Background: an optimization exercise with open tools, aiming at small area and a short achievable clock period. Do not read the settings as production practice. Only simulation tests tie the RTL to the original design; equivalence was not proved.

==> run a: inputs <==
==> flow/design.v (excerpt) <==
module calc_top (
   input              clk,
   input              rst,
   input      [15:0]  data_x,
   input      [1:0]   KEY,
   input      [6:0]   SW,
   output     [7:0]   HEX0,
   output     [7:0]   HEX1,
   output     [7:0]   HEX2,
   output     [7:0]   HEX3,
   output     [7:0]   HEX4,
   output     [7:0]   HEX5,
   output     [1:0]   LEDR
   );
Settings: LEC_CHECK=0, CAP_MARGIN=0, CORE_MARGIN=2, CORE_UTILIZATION=65, CTS_BUF_LIST=sky130_fd_sc_hd__clkbuf_8, CTS_CLUSTER_DIAMETER=40, CTS_CLUSTER_SIZE=16, PLACE_DENSITY=0.8, SLEW_MARGIN=0; clock period 28.0 ns.
standard.sh (not shown) runs the stock make flow with config.mk's settings and CLKGATE_MAP_FILE= SYNTH_SCRIPT=/design/flow/synth_recipe.tcl, a recipe that flattens the netlist after the stock synthesis.
==> flow/flow/run.sh <==
#!/bin/bash
# Own layout flow: the standard synthesis, then the combinational logic
# between the registers is mapped again by ABC (the registers, their names
# and cell types stay as the standard synthesis made them), then the standard flow's
# standard layout steps from floorplan to finish, with timing repair aiming
# past zero slack and plain buffers on the ports.
set -euo pipefail
W=$(pwd)
R=$W/orfs/results/$FLOW_PLATFORM/calc_top/base
ABC_SCRIPT="+strash;dc2;b;dch,-f;map;topo;dnsize"
ABC_SCRIPT2="+strash;dch,-f;amap;topo;dnsize"
MARGIN=13
YOSYS=yosys
[[ -x $FLOW_HOME/../tools/install/yosys/bin/yosys ]] && YOSYS=$FLOW_HOME/../tools/install/yosys/bin/yosys

bash standard.sh synth > $W/std_synth.log 2>&1
cp $R/1_2_yosys.v $W/std_netlist.v

DONT_USE=$(make -s -C $FLOW_HOME DESIGN_CONFIG=$W/config.mk WORK_HOME=$W/orfs print-DONT_USE_CELLS | sed -n 's/^DONT_USE_CELLS: *//p' | tail -1)
LIB=$(make -s -C $FLOW_HOME DESIGN_CONFIG=$W/config.mk WORK_HOME=$W/orfs print-LIB_FILES | sed -n 's/^LIB_FILES: *//p' | tail -1)
export REMAP_IN=$W/std_netlist.v REMAP_OUT=$W/remap_netlist.v REMAP_LIB="$LIB" \
       REMAP_DONT_USE="$DONT_USE" REMAP_TOP=$FLOW_TOP REMAP_SCRIPT="$ABC_SCRIPT" \
       REMAP_SCRIPT2="$ABC_SCRIPT2"
$YOSYS -c $W/flow/remap.tcl > $W/remap.log 2>&1
cp $W/remap_netlist.v $R/1_2_yosys.v
rm -f $R/1_synth.odb $R/1_synth.sdc

bash standard.sh SETUP_SLACK_MARGIN=$MARGIN \
   BUFFER_PORTS_ARGS="-buffer_cell sky130_fd_sc_hd__buf_2" finish > $W/layout.log 2>&1
==> flow/flow/remap.tcl <==
# Map the standard synthesis's combinational logic again.  The cone that
# drives the outputs (the critical paths, from SW to HEX) is mapped for
# delay, the rest for area.  Registers are kept as black boxes, so their
# instances, names and cell types are untouched.
yosys -import
set lib [lindex $::env(REMAP_LIB) 0]
read_liberty -ignore_miss_func -ignore_miss_dir $lib
read_verilog $::env(REMAP_IN)
hierarchy -top $::env(REMAP_TOP)
setattr -mod -set blackbox 1 sky130_fd_sc_hd__*df*
flatten
opt_clean -purge
set du {}
foreach c $::env(REMAP_DONT_USE) { lappend du -dont_use $c }
select -set oc o:HEX* o:LEDR* %u %ci*:-sky130_fd_sc_hd__dfxtp_1:-sky130_fd_sc_hd__edfxtp_1
abc -liberty $lib {*}$du -script $::env(REMAP_SCRIPT) @oc
select -clear
abc -liberty $lib {*}$du -script $::env(REMAP_SCRIPT2)
opt_clean -purge
hilomap -singleton -hicell sky130_fd_sc_hd__conb_1 HI -locell sky130_fd_sc_hd__conb_1 LO
setundef -zero
splitnets
opt_clean -purge
insbuf -buf sky130_fd_sc_hd__buf_4 A X
read_liberty -lib -ignore_miss_func -ignore_miss_dir $lib
hierarchy -top $::env(REMAP_TOP)
tee -o remap_stat.txt stat -liberty $lib
check -assert
write_verilog -noattr -nohex -nodec $::env(REMAP_OUT)
==> inputs of run b, as changes to run a <==
--- a/flow/design.v
+++ b/flow/design.v
@@ -662,51 +662,51 @@
 wire [9:0] v = ({10{SW[2]}} & f)   | ({10{SW[3]}} & op1)   | ({10{SW[4]}} & op2) |
                ({10{SW[5]}} & sum_v) | ({10{SW[6]}} & dif_v);
 wire nothing = (SW[6:2] != 5'b00001) & (SW[6:2] != 5'b00010) & (SW[6:2] != 5'b00100) &
                (SW[6:2] != 5'b01000) & (SW[6:2] != 5'b10000);
 wire neg = v[9];
 wire [4:0] hi = v[8:4] ^ {5{neg}};
 reg [3:0] lo_o, hi_o, hi_t;
-reg [0:0] lo_t;
+reg lo_t;
 reg [2:0] hi_h;
 always @(*) begin
    case ({neg, v[3:0]})
-   5'd0: begin lo_o = 4'd0; lo_t = 1'd0; end
-   5'd1: begin lo_o = 4'd1; lo_t = 1'd0; end
-   5'd2: begin lo_o = 4'd2; lo_t = 1'd0; end
-   5'd3: begin lo_o = 4'd3; lo_t = 1'd0; end
-   5'd4: begin lo_o = 4'd4; lo_t = 1'd0; end
-   5'd5: begin lo_o = 4'd5; lo_t = 1'd0; end
-   5'd6: begin lo_o = 4'd6; lo_t = 1'd0; end
-   5'd7: begin lo_o = 4'd7; lo_t = 1'd0; end
-   5'd8: begin lo_o = 4'd8; lo_t = 1'd0; end
-   5'd9: begin lo_o = 4'd9; lo_t = 1'd0; end
-   5'd10: begin lo_o = 4'd0; lo_t = 1'd1; end
-   5'd11: begin lo_o = 4'd1; lo_t = 1'd1; end
-   5'd12: begin lo_o = 4'd2; lo_t = 1'd1; end
-   5'd13: begin lo_o = 4'd3; lo_t = 1'd1; end
-   5'd14: begin lo_o = 4'd4; lo_t = 1'd1; end
-   5'd15: begin lo_o = 4'd5; lo_t = 1'd1; end
-   5'd16: begin lo_o = 4'd6; lo_t = 1'd1; end
-   5'd17: begin lo_o = 4'd5; lo_t = 1'd1; end
-   5'd18: begin lo_o = 4'd4; lo_t = 1'd1; end
-   5'd19: begin lo_o = 4'd3; lo_t = 1'd1; end
-   5'd20: begin lo_o = 4'd2; lo_t = 1'd1; end
-   5'd21: begin lo_o = 4'd1; lo_t = 1'd1; end
-   5'd22: begin lo_o = 4'd0; lo_t = 1'd1; end
-   5'd23: begin lo_o = 4'd9; lo_t = 1'd0; end
-   5'd24: begin lo_o = 4'd8; lo_t = 1'd0; end
-   5'd25: begin lo_o = 4'd7; lo_t = 1'd0; end
-   5'd26: begin lo_o = 4'd6; lo_t = 1'd0; end
-   5'd27: begin lo_o = 4'd5; lo_t = 1'd0; end
-   5'd28: begin lo_o = 4'd4; lo_t = 1'd0; end
-   5'd29: begin lo_o = 4'd3; lo_t = 1'd0; end
-   5'd30: begin lo_o = 4'd2; lo_t = 1'd0; end
-   5'd31: begin lo_o = 4'd1; lo_t = 1'd0; end
-   default: begin lo_o = 4'd0; lo_t = 1'd0; end
+   5'd0: begin lo_o = 4'd0; lo_t = 1'b0; end
+   5'd1: begin lo_o = 4'd1; lo_t = 1'b0; end
+   5'd2: begin lo_o = 4'd2; lo_t = 1'b0; end
+   5'd3: begin lo_o = 4'd3; lo_t = 1'b0; end
+   5'd4: begin lo_o = 4'd4; lo_t = 1'b0; end
+   5'd5: begin lo_o = 4'd5; lo_t = 1'b0; end
+   5'd6: begin lo_o = 4'd6; lo_t = 1'b0; end
+   5'd7: begin lo_o = 4'd7; lo_t = 1'b0; end
+   5'd8: begin lo_o = 4'd8; lo_t = 1'b0; end
+   5'd9: begin lo_o = 4'd9; lo_t = 1'b0; end
+   5'd10: begin lo_o = 4'd0; lo_t = 1'b1; end
+   5'd11: begin lo_o = 4'd1; lo_t = 1'b1; end
+   5'd12: begin lo_o = 4'd2; lo_t = 1'b1; end
+   5'd13: begin lo_o = 4'd3; lo_t = 1'b1; end
+   5'd14: begin lo_o = 4'd4; lo_t = 1'b1; end
+   5'd15: begin lo_o = 4'd5; lo_t = 1'b1; end
+   5'd16: begin lo_o = 4'd6; lo_t = 1'b1; end
+   5'd17: begin lo_o = 4'd5; lo_t = 1'b1; end
+   5'd18: begin lo_o = 4'd4; lo_t = 1'b1; end
+   5'd19: begin lo_o = 4'd3; lo_t = 1'b1; end
+   5'd20: begin lo_o = 4'd2; lo_t = 1'b1; end
+   5'd21: begin lo_o = 4'd1; lo_t = 1'b1; end
+   5'd22: begin lo_o = 4'd0; lo_t = 1'b1; end
+   5'd23: begin lo_o = 4'd9; lo_t = 1'b0; end
+   5'd24: begin lo_o = 4'd8; lo_t = 1'b0; end
+   5'd25: begin lo_o = 4'd7; lo_t = 1'b0; end
+   5'd26: begin lo_o = 4'd6; lo_t = 1'b0; end
+   5'd27: begin lo_o = 4'd5; lo_t = 1'b0; end
+   5'd28: begin lo_o = 4'd4; lo_t = 1'b0; end
+   5'd29: begin lo_o = 4'd3; lo_t = 1'b0; end
+   5'd30: begin lo_o = 4'd2; lo_t = 1'b0; end
+   5'd31: begin lo_o = 4'd1; lo_t = 1'b0; end
+   default: begin lo_o = 4'd0; lo_t = 1'b0; end
    endcase
    case (hi)
    5'd0: begin hi_o = 4'd0; hi_t = 4'd0; hi_h = 3'd0; end
    5'd1: begin hi_o = 4'd6; hi_t = 4'd1; hi_h = 3'd0; end
    5'd2: begin hi_o = 4'd2; hi_t = 4'd3; hi_h = 3'd0; end
    5'd3: begin hi_o = 4'd8; hi_t = 4'd4; hi_h = 3'd0; end
    5'd4: begin hi_o = 4'd4; hi_t = 4'd6; hi_h = 3'd0; end
==> flow/flow/run.sh (replaced) <==
#!/bin/bash
# Own layout flow: the standard synthesis, then the combinational logic
# between the registers is mapped again by ABC (the registers, their names
# and cell types stay as the standard synthesis made them), then the standard flow's
# standard layout steps from floorplan to finish, with timing repair aiming
# past zero slack and plain buffers on the ports.
set -euo pipefail
W=$(pwd)
R=$W/orfs/results/$FLOW_PLATFORM/calc_top/base
ABC_SCRIPT="+strash;dc2;b;dch,-f;map,-D,2000;topo;dnsize"
MARGIN=14
YOSYS=yosys
[[ -x $FLOW_HOME/../tools/install/yosys/bin/yosys ]] && YOSYS=$FLOW_HOME/../tools/install/yosys/bin/yosys

bash standard.sh synth > $W/std_synth.log 2>&1
cp $R/1_2_yosys.v $W/std_netlist.v

DONT_USE=$(make -s -C $FLOW_HOME DESIGN_CONFIG=$W/config.mk WORK_HOME=$W/orfs print-DONT_USE_CELLS | sed -n 's/^DONT_USE_CELLS: *//p' | tail -1)
LIB=$(make -s -C $FLOW_HOME DESIGN_CONFIG=$W/config.mk WORK_HOME=$W/orfs print-LIB_FILES | sed -n 's/^LIB_FILES: *//p' | tail -1)
export REMAP_IN=$W/std_netlist.v REMAP_OUT=$W/remap_netlist.v REMAP_LIB="$LIB" \
       REMAP_DONT_USE="$DONT_USE" REMAP_TOP=$FLOW_TOP REMAP_SCRIPT="$ABC_SCRIPT"
$YOSYS -c $W/flow/remap.tcl > $W/remap.log 2>&1
cp $W/remap_netlist.v $R/1_2_yosys.v
rm -f $R/1_synth.odb $R/1_synth.sdc

bash standard.sh SETUP_SLACK_MARGIN=$MARGIN \
   BUFFER_PORTS_ARGS="-buffer_cell sky130_fd_sc_hd__buf_2" finish > $W/layout.log 2>&1
==> flow/flow/remap.tcl (replaced) <==
# Map the standard synthesis's combinational logic again, for area.
# Registers are kept as black boxes, so their instances, names and cell
# types are untouched.
yosys -import
set lib [lindex $::env(REMAP_LIB) 0]
read_liberty -ignore_miss_func -ignore_miss_dir $lib
read_verilog $::env(REMAP_IN)
hierarchy -top $::env(REMAP_TOP)
setattr -mod -set blackbox 1 sky130_fd_sc_hd__*df*
flatten
opt_clean -purge
tee -o remap_before.txt stat
set du {}
foreach c $::env(REMAP_DONT_USE) { lappend du -dont_use $c }
abc -liberty $lib {*}$du -script $::env(REMAP_SCRIPT)
opt_clean -purge
hilomap -singleton -hicell sky130_fd_sc_hd__conb_1 HI -locell sky130_fd_sc_hd__conb_1 LO
setundef -zero
splitnets
opt_clean -purge
insbuf -buf sky130_fd_sc_hd__buf_4 A X
read_liberty -lib -ignore_miss_func -ignore_miss_dir $lib
hierarchy -top $::env(REMAP_TOP)
tee -o remap_stat.txt stat -liberty $lib
check -assert
write_verilog -noattr -nohex -nodec $::env(REMAP_OUT)
- CAP_MARGIN: 0 -> 20
- CTS_BUF_LIST: sky130_fd_sc_hd__clkbuf_8 -> sky130_fd_sc_hd__clkbuf_16
- CTS_CLUSTER_DIAMETER: 40 -> 60
- CTS_CLUSTER_SIZE: 16 -> 30
- PLACE_DENSITY: 0.8 -> not set
- SLEW_MARGIN: 0 -> 20
==> results.sh <==
export IMPL_cellPowerDensity_mw_per_mm2=69.3
export IMPL_run_status="complete, no violations"
export IMPL_wl_per_cell_um=15.1
export IMPL_multiInputCombCellCount=779
export IMPL_power_mw=0.926
export IMPL_seq_area_share_pct=54.6
the above is filed under run a

==> results.sh <==
export IMPL_antenna_violations_before_repair=0
export IMPL_power_mw=1.02
export IMPL_io_buffer_count=48
export IMPL_multiInputCombCellCount=825
export IMPL_seq_area_share_pct=50.3
export IMPL_wl_per_cell_um=16.9
export IMPL_run_status="complete, no violations"
export IMPL_syn_area_per_cell_um2=9.26
export IMPL_cellPowerDensity_mw_per_mm2=70.5
the above is filed under run b

==> static timing again, ports no longer ideal <==
The results above use ideal ports. As a check the final layouts listed here were re-extracted and re-timed, cells and wires unchanged. Step 1 assumes that a clkbuf_16 drives the clock port and a buf_2 every other input. Step 2, shift: input delay + t, output delay - t, t = (earliest + latest rising clock arrival at the registers) / 2. This alone moves slack from input paths to output paths. a / b / c = ideal / step 1 / step 2; a / b = the first two.
run | t (ns) | setup slack, ns | clock arrival spread, ns | worst register clock-pin slew, ns
run a | 0.601 | 13.163 / 13.126 / 13.126 | 0.020 / 0.019 | 0.09 / 0.09
run b | 0.552 | 13.048 / 12.878 / 12.878 | 0.036 / 0.036 | 0.11 / 0.11
After both steps setup and hold are still met in every run listed. For run b, which loses most, drivers alone change the setup slack by -0.170 ns; drivers and shift together by -0.170 ns.
